This design comes from an exercise in tuning for small area on the open sky130 flow, not from production work. No functional check of the RTL was part of this run.

===== design/flow/flow/run.sh =====
#!/bin/bash
# Own layout flow: the standard ORFS flow, except that
#  - synthesis maps the design's FA/HA adder modules straight onto the
#    sky130 fa_1/ha_1 cells (flow/my_synth.tcl), and
#  - port buffers are the smallest buffer (buf_1).
# Each tool's output goes to a log file of its own in this folder.
set -euo pipefail
W=$(pwd)
F=$W/flow
# same make call as standard.sh, with our synthesis script
sed "s#SYNTH_SCRIPT=[^ ]*#SYNTH_SCRIPT=$F/my_synth.tcl#" standard.sh > my_standard.sh
grep -q "SYNTH_SCRIPT=$F/my_synth.tcl" my_standard.sh
# my_synth.tcl = synth_recipe.tcl with our own synth wrapper in place of its first line
{ echo "source $F/synth_pre.tcl"; tail -n +2 synth_recipe.tcl; } > $F/my_synth.tcl
export MY_FLOW_DIR=$F
if [[ -f $F/env.sh ]]; then source $F/env.sh; fi
bash my_standard.sh synth > synth.log 2>&1
bash my_standard.sh > layout.log 2>&1

===== design/flow/flow/abc3.script =====
strash
ifraig
dc2
dch -f
map -a
mfs2
strash
dch -f
map -a
topo

===== design/flow/flow/adder_map.v =====
module FA(a, b, c, s, co);
	input a, b, c;
	output s, co;
	sky130_fd_sc_hd__fa_1 _TECHMAP_REPLACE_ (.A(a), .B(b), .CIN(c), .SUM(s), .COUT(co));
endmodule

module HA(a, b, s, co);
	input a, b;
	output s, co;
	sky130_fd_sc_hd__ha_1 _TECHMAP_REPLACE_ (.A(a), .B(b), .SUM(s), .COUT(co));
endmodule

===== design/flow/flow/env.sh =====
export BUFFER_PORTS_ARGS="-buffer_cell sky130_fd_sc_hd__buf_1"
export MY_NO_EXTRACT_FA=1
export MY_ABC_SCRIPT=abc3.script

===== design/flow/flow/my_synth.tcl =====
source /design/flow/flow/synth_pre.tcl
source $::env(SCRIPTS_DIR)/synth.tcl
# left out here: clear keep_hierarchy, flatten, clean up, hide names made inside functions, write 1_2_yosys.v

===== design/flow/flow/synth_pre.tcl =====
# Replaces the first line of synth_recipe.tcl (which wraps synth in -nofsm -noshare).
# Before the first synth call, the FA/HA adder modules of the design are mapped
# straight onto the platform's full/half adder cells, and ABC is given an
# area-oriented script.
proc synth {args} {
  if { ![info exists ::my_adders_mapped] } {
    set ::my_adders_mapped 1
    yosys proc
    yosys techmap -map $::env(MY_FLOW_DIR)/adder_map.v
    if { [info exists ::env(MY_NO_EXTRACT_FA)] } {
      unset ::env(ADDER_MAP_FILE)
    }
    if { [info exists ::env(MY_ABC_SCRIPT)] } {
      set i [lsearch -exact $::abc_args -script]
      lset ::abc_args [expr {$i + 1}] $::env(MY_FLOW_DIR)/$::env(MY_ABC_SCRIPT)
    }
  }
  yosys synth -nofsm -noshare {*}$args
}

===== design/flow/standard.sh =====
#!/bin/bash
# synth_recipe.tcl (not shown) runs the flow's synth.tcl, then flattens the netlist and writes it again
# the make line also repeats each setting of config.mk as NAME=value (left out here)
make -C /OpenROAD-flow-scripts/flow DESIGN_CONFIG=/design/flow/config.mk WORK_HOME=/design/flow/orfs CLKGATE_MAP_FILE= SYNTH_SCRIPT=/design/flow/synth_recipe.tcl "${@:-finish}"

===== design/flow/config.mk =====
export PLATFORM = sky130hd
export DESIGN_NAME = ALU_wrapper
export DESIGN_NICKNAME = ALU_wrapper
export VERILOG_FILES = /design/flow/design.v
export SDC_FILE = /design/flow/constraint.sdc
export NUM_CORES = 4
export LEC_CHECK = 0
export CAP_MARGIN = 20
export CORE_MARGIN = 2
export CORE_UTILIZATION = 40
export GPL_TIMING_DRIVEN = 0
export SLEW_MARGIN = 20

===== design/flow/constraint.sdc =====
create_clock -name core_clock -period 6.0 [get_ports {clk}]
set_input_delay 1.2000 -clock core_clock [delete_from_list [all_inputs] [get_ports {clk}]]
set_output_delay 1.2000 -clock core_clock [all_outputs]
set_load 0.01 [all_outputs]

===== design/flow/design.v =====
module FA(a, b, c, s, co);
	input a, b, c;
	output s, co;
	assign s  = a ^ b ^ c;
	assign co = (a & b) | (a & c) | (b & c);
endmodule
module HA(a, b, s, co);
	input a, b;
	output s, co;
	assign s  = a ^ b;
	assign co = a & b;
endmodule
module ALU_wrapper( clk, reset, ABCmd_i, LoadA_i, LoadB_i, LoadCmd_i, ACC_o, Done_o);
	input clk;
	input reset;
	input LoadA_i;
	input LoadB_i;
	input LoadCmd_i;
	input [7:0] ABCmd_i;
	output [7:0] ACC_o;
	output Done_o;
	reg [7:0] rA, rB, ACC_o;
	wire [3:0] op  = ABCmd_i[3:0];
	wire       CI  = ABCmd_i[4];
	wire       shr = ABCmd_i[5];
	wire       BCD = ABCmd_i[6];
	wire       MUL = ABCmd_i[7];
	reg [2:0] state;
	wire RO      = ~state[2] & ~state[1];
	wire LoadA   = ~state[2] &  state[1];
	wire LoadB   =  state[2] & ~state[1];
	wire LoadCmd =  state[2] &  state[1];
	assign Done_o = state[0];
	wire nA = (RO & ~LoadCmd_i & ~LoadB_i & LoadA_i) | (LoadA & ~LoadB_i & ~LoadCmd_i) |
	          (LoadB & LoadA_i) | (LoadCmd & LoadA_i);
	wire nB = (RO & ~LoadCmd_i & LoadB_i) | (LoadA & LoadB_i) |
	          (LoadB & ~LoadA_i & ~LoadCmd_i) | (LoadCmd & ~LoadA_i & LoadB_i);
	wire nC = (RO & LoadCmd_i) | (LoadA & ~LoadB_i & LoadCmd_i) | (LoadB & ~LoadA_i & LoadCmd_i);
	wire nO = LoadCmd & ~LoadA_i & ~LoadB_i;
	always @(posedge clk or posedge reset)
		if (reset)
			state <= 3'b000;
		else
			state <= {nB | nC, nA | nC, nO};
	always @(posedge clk or posedge reset)
		if (reset) begin
			rA <= 0;
			rB <= 0;
		end else begin
			if (LoadA) rA <= ABCmd_i;
			if (LoadB) rB <= ABCmd_i;
		end
	reg  [7:0] lg;
	wire       lg8 = shr & rA[0];
	reg  [7:0] op2;
	wire       cin = CI & ~shr & ~(op[3] & op[2]);
	always @* begin
		case (op[1:0])
		    2'b00: lg = rA | rB;
		    2'b01: lg = rA & rB;
		    2'b10: lg = rA ^ rB;
		    2'b11: lg = rA;
		endcase
		if (shr)
		    lg = {CI, rA[7:1]};
		case (op[3:2])
		    2'b00: op2 = rB;
		    2'b01: op2 = ~rB;
		    2'b10: op2 = lg;
		    2'b11: op2 = 8'd0;
		endcase
	end
	wire pp0_0 = ~(rA[0] & rB[0]);
	wire pp0_1 = ~(rA[1] & rB[0]);
	wire pp0_2 = ~(rA[2] & rB[0]);
	wire pp0_3 = ~(rA[3] & rB[0]);
	wire pp0_4 = ~(rA[4] & rB[0]);
	wire pp0_5 = ~(rA[5] & rB[0]);
	wire pp0_6 = ~(rA[6] & rB[0]);
	wire pp0_7 = ~(rA[7] & rB[0]);
	wire pp1_0 = ~(rA[0] & rB[1]);
	wire pp1_1 = ~(rA[1] & rB[1]);
	wire pp1_2 = ~(rA[2] & rB[1]);
	wire pp1_3 = ~(rA[3] & rB[1]);
	wire pp1_4 = ~(rA[4] & rB[1]);
	wire pp1_5 = ~(rA[5] & rB[1]);
	wire pp1_6 = ~(rA[6] & rB[1]);
	wire pp1_7 = ~(rA[7] & rB[1]);
	wire pp2_0 = ~(rA[0] & rB[2]);
	wire pp2_1 = ~(rA[1] & rB[2]);
	wire pp2_2 = ~(rA[2] & rB[2]);
	wire pp2_3 = ~(rA[3] & rB[2]);
	wire pp2_4 = ~(rA[4] & rB[2]);
	wire pp2_5 = ~(rA[5] & rB[2]);
	wire pp2_6 = ~(rA[6] & rB[2]);
	wire pp2_7 = ~(rA[7] & rB[2]);
	wire pp3_0 = ~(rA[0] & rB[3]);
	wire pp3_1 = ~(rA[1] & rB[3]);
	wire pp3_2 = ~(rA[2] & rB[3]);
	wire pp3_3 = ~(rA[3] & rB[3]);
	wire pp3_4 = ~(rA[4] & rB[3]);
	wire pp3_5 = ~(rA[5] & rB[3]);
	wire pp3_6 = ~(rA[6] & rB[3]);
	wire pp3_7 = ~(rA[7] & rB[3]);
	wire pp4_0 = ~(rA[0] & rB[4]);
	wire pp4_1 = ~(rA[1] & rB[4]);
	wire pp4_2 = ~(rA[2] & rB[4]);
	wire pp4_3 = ~(rA[3] & rB[4]);
	wire pp4_4 = ~(rA[4] & rB[4]);
	wire pp4_5 = ~(rA[5] & rB[4]);
	wire pp4_6 = ~(rA[6] & rB[4]);
	wire pp4_7 = ~(rA[7] & rB[4]);
	wire pp5_0 = ~(rA[0] & rB[5]);
	wire pp5_1 = ~(rA[1] & rB[5]);
	wire pp5_2 = ~(rA[2] & rB[5]);
	wire pp5_3 = ~(rA[3] & rB[5]);
	wire pp5_4 = ~(rA[4] & rB[5]);
	wire pp5_5 = ~(rA[5] & rB[5]);
	wire pp5_6 = ~(rA[6] & rB[5]);
	wire pp5_7 = ~(rA[7] & rB[5]);
	wire pp6_0 = ~(rA[0] & rB[6]);
	wire pp6_1 = ~(rA[1] & rB[6]);
	wire pp6_2 = ~(rA[2] & rB[6]);
	wire pp6_3 = ~(rA[3] & rB[6]);
	wire pp6_4 = ~(rA[4] & rB[6]);
	wire pp6_5 = ~(rA[5] & rB[6]);
	wire pp6_6 = ~(rA[6] & rB[6]);
	wire pp6_7 = ~(rA[7] & rB[6]);
	wire pp7_0 = ~(rA[0] & rB[7]);
	wire pp7_1 = ~(rA[1] & rB[7]);
	wire pp7_2 = ~(rA[2] & rB[7]);
	wire pp7_3 = ~(rA[3] & rB[7]);
	wire pp7_4 = ~(rA[4] & rB[7]);
	wire pp7_5 = ~(rA[5] & rB[7]);
	wire pp7_6 = ~(rA[6] & rB[7]);
	wire pp7_7 = ~(rA[7] & rB[7]);
	wire ms0 = ~(pp0_1 ^ pp1_0);
	wire mc0 = pp0_1 | pp1_0;
	wire ms1, mc1;
	FA u_m1(.a(pp0_2), .b(pp1_1), .c(pp2_0), .s(ms1), .co(mc1));
	wire ms2 = ~(mc0 ^ ms1);
	wire mc2 = mc0 | ms1;
	wire ms3, mc3;
	FA u_m3(.a(pp0_3), .b(pp1_2), .c(pp2_1), .s(ms3), .co(mc3));
	wire ms4, mc4;
	FA u_m4(.a(pp3_0), .b(mc1), .c(ms3), .s(ms4), .co(mc4));
	wire ms5 = ~(mc2 ^ ms4);
	wire mc5 = mc2 | ms4;
	wire ms6, mc6;
	FA u_m6(.a(pp0_4), .b(pp1_3), .c(pp2_2), .s(ms6), .co(mc6));
	wire ms7, mc7;
	FA u_m7(.a(pp3_1), .b(pp4_0), .c(mc3), .s(ms7), .co(mc7));
	wire ms8, mc8;
	FA u_m8(.a(ms6), .b(mc4), .c(ms7), .s(ms8), .co(mc8));
	wire ms9 = ~(mc5 ^ ms8);
	wire mc9 = mc5 | ms8;
	wire ms10, mc10;
	FA u_m10(.a(pp0_5), .b(pp1_4), .c(pp2_3), .s(ms10), .co(mc10));
	wire ms11, mc11;
	FA u_m11(.a(pp3_2), .b(pp4_1), .c(pp5_0), .s(ms11), .co(mc11));
	wire ms12, mc12;
	FA u_m12(.a(mc6), .b(ms10), .c(ms11), .s(ms12), .co(mc12));
	wire ms13, mc13;
	FA u_m13(.a(mc7), .b(ms12), .c(mc8), .s(ms13), .co(mc13));
	wire ms14 = ~(mc9 ^ ms13);
	wire mc14 = mc9 | ms13;
	wire ms15, mc15;
	FA u_m15(.a(pp0_6), .b(pp1_5), .c(pp2_4), .s(ms15), .co(mc15));
	wire ms16, mc16;
	FA u_m16(.a(pp3_3), .b(pp4_2), .c(pp5_1), .s(ms16), .co(mc16));
	wire ms17, mc17;
	FA u_m17(.a(pp6_0), .b(mc10), .c(mc11), .s(ms17), .co(mc17));
	wire ms18, mc18;
	FA u_m18(.a(ms15), .b(ms16), .c(mc12), .s(ms18), .co(mc18));
	wire ms19, mc19;
	FA u_m19(.a(ms17), .b(ms18), .c(mc13), .s(ms19), .co(mc19));
	wire ms20 = ~(mc14 ^ ms19);
	wire mc20 = mc14 | ms19;
	wire ms21, mc21;
	FA u_m21(.a(pp0_7), .b(pp1_6), .c(pp2_5), .s(ms21), .co(mc21));
	wire ms22, mc22;
	FA u_m22(.a(pp3_4), .b(pp4_3), .c(pp5_2), .s(ms22), .co(mc22));
	wire ms23, mc23;
	FA u_m23(.a(pp6_1), .b(pp7_0), .c(mc15), .s(ms23), .co(mc23));
	wire ms24, mc24;
	FA u_m24(.a(mc16), .b(ms21), .c(ms22), .s(ms24), .co(mc24));
	wire ms25, mc25;
	FA u_m25(.a(mc17), .b(ms23), .c(ms24), .s(ms25), .co(mc25));
	wire ms26, mc26;
	FA u_m26(.a(mc18), .b(ms25), .c(mc19), .s(ms26), .co(mc26));
	wire ms27 = ~(mc20 ^ ms26);
	wire mc27 = mc20 | ms26;
	wire ms28, mc28;
	FA u_m28(.a(pp1_7), .b(pp2_6), .c(pp3_5), .s(ms28), .co(mc28));
	wire ms29, mc29;
	FA u_m29(.a(pp4_4), .b(pp5_3), .c(pp6_2), .s(ms29), .co(mc29));
	wire ms30, mc30;
	FA u_m30(.a(pp7_1), .b(mc21), .c(mc22), .s(ms30), .co(mc30));
	wire ms31, mc31;
	FA u_m31(.a(ms28), .b(ms29), .c(mc23), .s(ms31), .co(mc31));
	wire ms32, mc32;
	FA u_m32(.a(mc24), .b(ms30), .c(ms31), .s(ms32), .co(mc32));
	wire ms33, mc33;
	FA u_m33(.a(mc25), .b(ms32), .c(mc26), .s(ms33), .co(mc33));
	wire ms34, mc34;
	FA u_m34(.a(pp2_7), .b(pp3_6), .c(pp4_5), .s(ms34), .co(mc34));
	wire ms35, mc35;
	FA u_m35(.a(pp5_4), .b(pp6_3), .c(pp7_2), .s(ms35), .co(mc35));
	wire ms36, mc36;
	FA u_m36(.a(mc28), .b(mc29), .c(ms34), .s(ms36), .co(mc36));
	wire ms37, mc37;
	FA u_m37(.a(ms35), .b(mc30), .c(ms36), .s(ms37), .co(mc37));
	wire ms38, mc38;
	FA u_m38(.a(mc31), .b(ms37), .c(mc32), .s(ms38), .co(mc38));
	wire ms39, mc39;
	FA u_m39(.a(pp3_7), .b(pp4_6), .c(pp5_5), .s(ms39), .co(mc39));
	wire ms40, mc40;
	FA u_m40(.a(pp6_4), .b(pp7_3), .c(mc34), .s(ms40), .co(mc40));
	wire ms41, mc41;
	FA u_m41(.a(mc35), .b(ms39), .c(mc36), .s(ms41), .co(mc41));
	wire ms42, mc42;
	FA u_m42(.a(ms40), .b(mc37), .c(ms41), .s(ms42), .co(mc42));
	wire ms43, mc43;
	FA u_m43(.a(pp4_7), .b(pp5_6), .c(pp6_5), .s(ms43), .co(mc43));
	wire ms44, mc44;
	FA u_m44(.a(pp7_4), .b(mc39), .c(ms43), .s(ms44), .co(mc44));
	wire ms45, mc45;
	FA u_m45(.a(mc40), .b(ms44), .c(mc41), .s(ms45), .co(mc45));
	wire ms46, mc46;
	FA u_m46(.a(pp5_7), .b(pp6_6), .c(pp7_5), .s(ms46), .co(mc46));
	wire ms47, mc47;
	FA u_m47(.a(mc43), .b(ms46), .c(mc44), .s(ms47), .co(mc47));
	wire ms48, mc48;
	FA u_m48(.a(pp6_7), .b(pp7_6), .c(mc46), .s(ms48), .co(mc48));
	wire [7:0] mlo = ~{ms27, ms20, ms14, ms9, ms5, ms2, ms0, pp0_0};
	wire [7:0] mha = ~{1'b1, pp7_7, ms48, ms47, mc42, ms42, ms38, mc27};
	wire [7:0] mhb = ~{1'b1, mc48, mc47, mc45, ms45, mc38, mc33, ms33};
	wire [7:0] x  = MUL ? mha : lg;
	wire [7:0] y  = MUL ? mhb : op2;
	wire       c0 = ~MUL & cin;
	wire       BCDa = ~MUL & BCD;
	wire [7:0] s;
	wire c1, c2, c5, c6;
	FA u_a0(.a(x[0]), .b(y[0]), .c(c0), .s(s[0]), .co(c1));
	FA u_a1(.a(x[1]), .b(y[1]), .c(c1), .s(s[1]), .co(c2));
	wire c2x;
	FA u_a2(.a(x[2]), .b(y[2]), .c(c2), .s(s[2]), .co(c2x));
	wire [7:0] g = x & y;
	wire [7:0] p = x | y;
	wire c3 = g[2] | (p[2] & g[1]) | (p[2] & p[1] & g[0]) | (p[2] & p[1] & p[0] & c0);
	wire t3  = x[3] ^ y[3];
	assign s[3] = t3 ^ c3;
	wire s21 = s[2] | s[1];
	wire HC0 = g[3] | (BCDa & t3 & s21);
	wire HC1 = g[3] | t3 | (BCDa & ~t3 & s21);
	wire HC  = c3 ? HC1 : HC0;
	FA u_a4(.a(x[4]), .b(y[4]), .c(HC), .s(s[4]), .co(c5));
	FA u_a5(.a(x[5]), .b(y[5]), .c(c5), .s(s[5]), .co(c6));
	wire c6x;
	FA u_a6(.a(x[6]), .b(y[6]), .c(c6), .s(s[6]), .co(c6x));
	wire c7 = g[6] | (p[6] & g[5]) | (p[6] & p[5] & g[4]) | (p[6] & p[5] & p[4] & HC);
	wire t7  = x[7] ^ y[7];
	assign s[7] = t7 ^ c7;
	wire s65 = s[6] | s[5];
	wire CO0 = (lg8 ^ g[7]) | (BCD & t7 & s65);
	wire CO1 = (lg8 ^ (g[7] | t7)) | (BCD & ~t7 & s65);
	wire CO  = c7 ? CO1 : CO0;
	wire V0  = rA[7] ^ op2[7] ^ CO0 ^ t7;
	wire V1  = rA[7] ^ op2[7] ^ CO1 ^ ~t7;
	wire AV  = c7 ? V1 : V0;
	wire AN  = s[7];
	wire AZ  = ~|s;
	wire eL = LoadCmd & MUL;
	wire eS = (LoadCmd & ~MUL) | (Done_o & MUL);
	wire eF = Done_o & ~MUL;
	wire eH = ~LoadCmd & ~Done_o;
	wire [7:0] acc_d = ({8{eL}} & mlo) | ({8{eS}} & s) | ({8{eF}} & {3'b000, CO, AV, AZ, AN, HC}) | ({8{eH}} & ACC_o);
	always @(posedge clk or posedge reset)
		if (reset)
			ACC_o <= 0;
		else
			ACC_o <= acc_d;
endmodule

==> run notes <==
-- registers in the layout, summed over array words and instances, names as in the netlist --
register / count
state: 3
rB: 8
rA: 8
ACC_o: 8
-- area by class of cell --
type | count | area [um2] | area share, %
Tap cell | 102 | 127.6 | 3.302
Clock inverter | 1 | 5.005 | 0.1295
Inverter | 47 | 176.4 | 4.565
Multi-Input combinational cell | 331 | 2462 | 63.71
Timing Repair Buffer | 57 | 360.3 | 9.323
Clock buffer | 3 | 41.29 | 1.068
Sequential cell | 27 | 691.9 | 17.90
-- worst register-to-register path: cells and delay by family, from the launching register on --
kind | cells | cell delay, ps
AOI/OAI and AO/OA | 7 | 870
adders and majority gates | 13 | 5340
buffers and inverters | 1 | 130
DFF | 1 | 420
and+or+nand+nor | 8 | 730
-- cell usage after synthesis --
library cell / number
nor2_1: 35
or2_2: 1
o221ai_1: 1
o22ai_1: 3
dfrtp_1: 27
a221o_2: 1
clkinv_1: 47
o221a_2: 1
mux2i_1: 2
o21ai_0: 38
xor2_1: 4
a31oi_1: 1
fa_1: 48
nand2_1: 121
o31ai_1: 3
a2111oi_0: 1
xnor2_1: 1
a22oi_1: 16
o21a_1: 1
o211ai_1: 5
nor3_1: 4
nand3_1: 13
a211oi_1: 3
o311ai_0: 4
nand4_1: 1
a21oi_1: 22
and2_2: 1
-- metal layers --
| layer | part of all wire [%] | track usage (%) |
|---|---|---|
| met1 | 45 | 33.49 |
| met2 | 49 | 40.64 |
| met3 | 5.1 | 3.304 |
| met4 | 1.5 | 5.515 |
| met5 | 0 | 0 |
-- metrics by stage --
step	hold WS, ps	util [%]	instance area [um2]
6_report	528.9	50.02	3865
3_5_place_dp	508.9	44.59	3446
2_1_floorplan	521.9	-	3239
5_1_grt	567.8	50.02	3865
4_1_cts	532.8	48.28	3731
3_3_place_gp	498.4	44.59	3446
-- path summary, 6_finish.rpt --
path | startpoint | endpoint | cells after the start
max | rA[3] | ACC_o[3] | 29
min | ACC_o[6] | ACC_o[6] | 1
max reg2reg | rA[3] | ACC_o[3] | 29
min reg2reg | ACC_o[6] | ACC_o[6] | 1
max in group asynchronous | reset | rA[7] | 2
min in group asynchronous | reset | rA[2] | 2
-- repair_timing --
item,in CTS,in global routing
cloned,0,0
buffers inserted,27,8
setup endpoints to repair,7,8
pin swaps,10,7
gates resized for setup,12,17
-- cell families after synthesis --
group | Yosys count | share of synthesized area [%]
buffers and inverters | 47 | 5.551
adders and majority gates | 48 | 30.24
and+or+nand+nor | 176 | 21.73
DFF | 27 | 21.26
xor gates and xnor gates | 5 | 1.378
AOI/OAI and AO/OA | 100 | 19.21
muxes | 2 | 0.6299
-- cell usage in the layout (no fill, tap or decap), drive strengths merged --
cell type / instances
nand2: 121
buf: 57
fa: 48
clkinv: 46
o21ai: 38
nor2: 35
dfrtp: 27
a21oi: 22
a22oi: 16
nand3: 13
o211ai: 5
nor3: 4
o311ai: 4
xor2: 4
a211oi: 3
o22ai: 3
clkbuf: 3
o31ai: 3
inv: 2
mux2i: 2
a221o: 1
o21a: 1
o221ai: 1
a2111oi: 1
and2: 1
or2: 1
a31oi: 1
o221a: 1
xnor2: 1
nand4: 1
==> run notes <==
CP startpoint kind: register
Dpl ws: -1741 ps
Crit path capture type: register
Clk slew on worst S/H paths: 100 ps
Fin crit share: 125.6%
Drt first pass iters: 4
Final WS setup: -1536 ps
WP buf/inv: 1
Vias: 3174
Routability cong.: 0.8843
Clock Tree Buf Depth: 2
Setup total negative slack: -6582 ps
Worst Tran Pin Value: 1091 ps
Post-Layout Cell Count: 568
Clock root cell: clkbuf_8
Fill cells: 743
Max cap viols: 0
CP Class: reg2reg
Total Wirelength: 9927 um
Slew margin rel.: 25.37%
Max Fanout on Critical Path: 3
Synth top area share: 30.24%
Maximum clock frequency: 132.7 MHz
H-tree Lvls: 1
Tot GR Track Use: 24.21%
Hold Crit Class: reg2reg
Reg2Reg Setup Slack: -1540 ps
CTS tree: built
Final worst path period need: 7536 ps
Die width: 93.14 um
RSZ-0062 raised after global routing: true
Ys Warns: 1
Avg Vias per Cell: 5.588
Post-synth cell types: 27
Vias in the first global route: 3237
Starting Density: 41.13%
Crit path arrival time: 7760 ps
FP Rows: 32
Port bufs: 21
Mean Syn Cell Area: 7.847 um2
CP Data Required Time: 6230 ps
Skew final: 9.614 ps
DR WL/cell: 17.48 um
Antenna Nets Post-Route: 0
I/O pins: 22
Mapped Cells: 405
Post-synthesis register bit count: 27
Final setup viols: 7
Layout area overhead: 21.61%
# hold bufs at CTS: 0
Antenna violations before repair: 0
Final Hold Viols: 0
Placed insts: 528
Core box area: 7727 um2
Clk sinks: 27
DRC viols: 0
Most common cell on crit path: fa_2
Largest net degree at the start of global routing: 28
Critical path's slowest cell: fa_2
Worst skew pair latency: 280 ps
N_diodes: 0
Post-DP HPWL: 7025 um
Syn_nets: 466
Layout cells sized above 1: 19.31%
Grt total ovfl: 0
CTS buffer count: 3
Seq/Total Area, Yosys: 21.26%
Cell taking the most area after synthesis: fa_1
Cell area after synthesis: 3178 um2
Final Slew Violations: 0
First-pass GRT wire length: 16350 um
Outcome: failed layout checks
Die H: 93.14 um
SO Faults: negative setup slack
Top cells by area, synth: fa_1 (30%), dfrtp_1 (21%), nand2_1 (14%)
DR iter-0 viols: 262
CP delay by family, top: adder cells
Worst path max stage delay: 600 ps
Fin nets: 528
Total die area: 8674 um2

separate check: timing with driven ports:
The flow's constraints put no driver on any port. The routed layout listed below was extracted and timed again, unchanged, in two steps.
Step 1 (the two cells are an assumption about what drives the block):
set clk [get_ports {clk}]
set_driving_cell -lib_cell sky130_fd_sc_hd__clkbuf_16 $clk
set_driving_cell -lib_cell sky130_fd_sc_hd__buf_2 [delete_from_list [all_inputs] $clk]
Step 2, shift: input delay + t, output delay - t, t = (earliest + latest rising clock arrival at the registers) / 2. This alone moves slack from input paths to output paths.
Slacks: ideal / step 1 / step 2; pairs: ideal / step 1.
t, ns: 0.307
setup WS [ns]: -1.536 / -1.536 / -1.536
worst hold slack (ns): 0.529 / 0.529 / 0.529
worst setup path after step 2: register to register
slew at the worst register clock pin (ns): 0.10 / 0.10
The setup slack of this run moves by 0.000 ns with the drivers and by 0.000 ns with both steps.
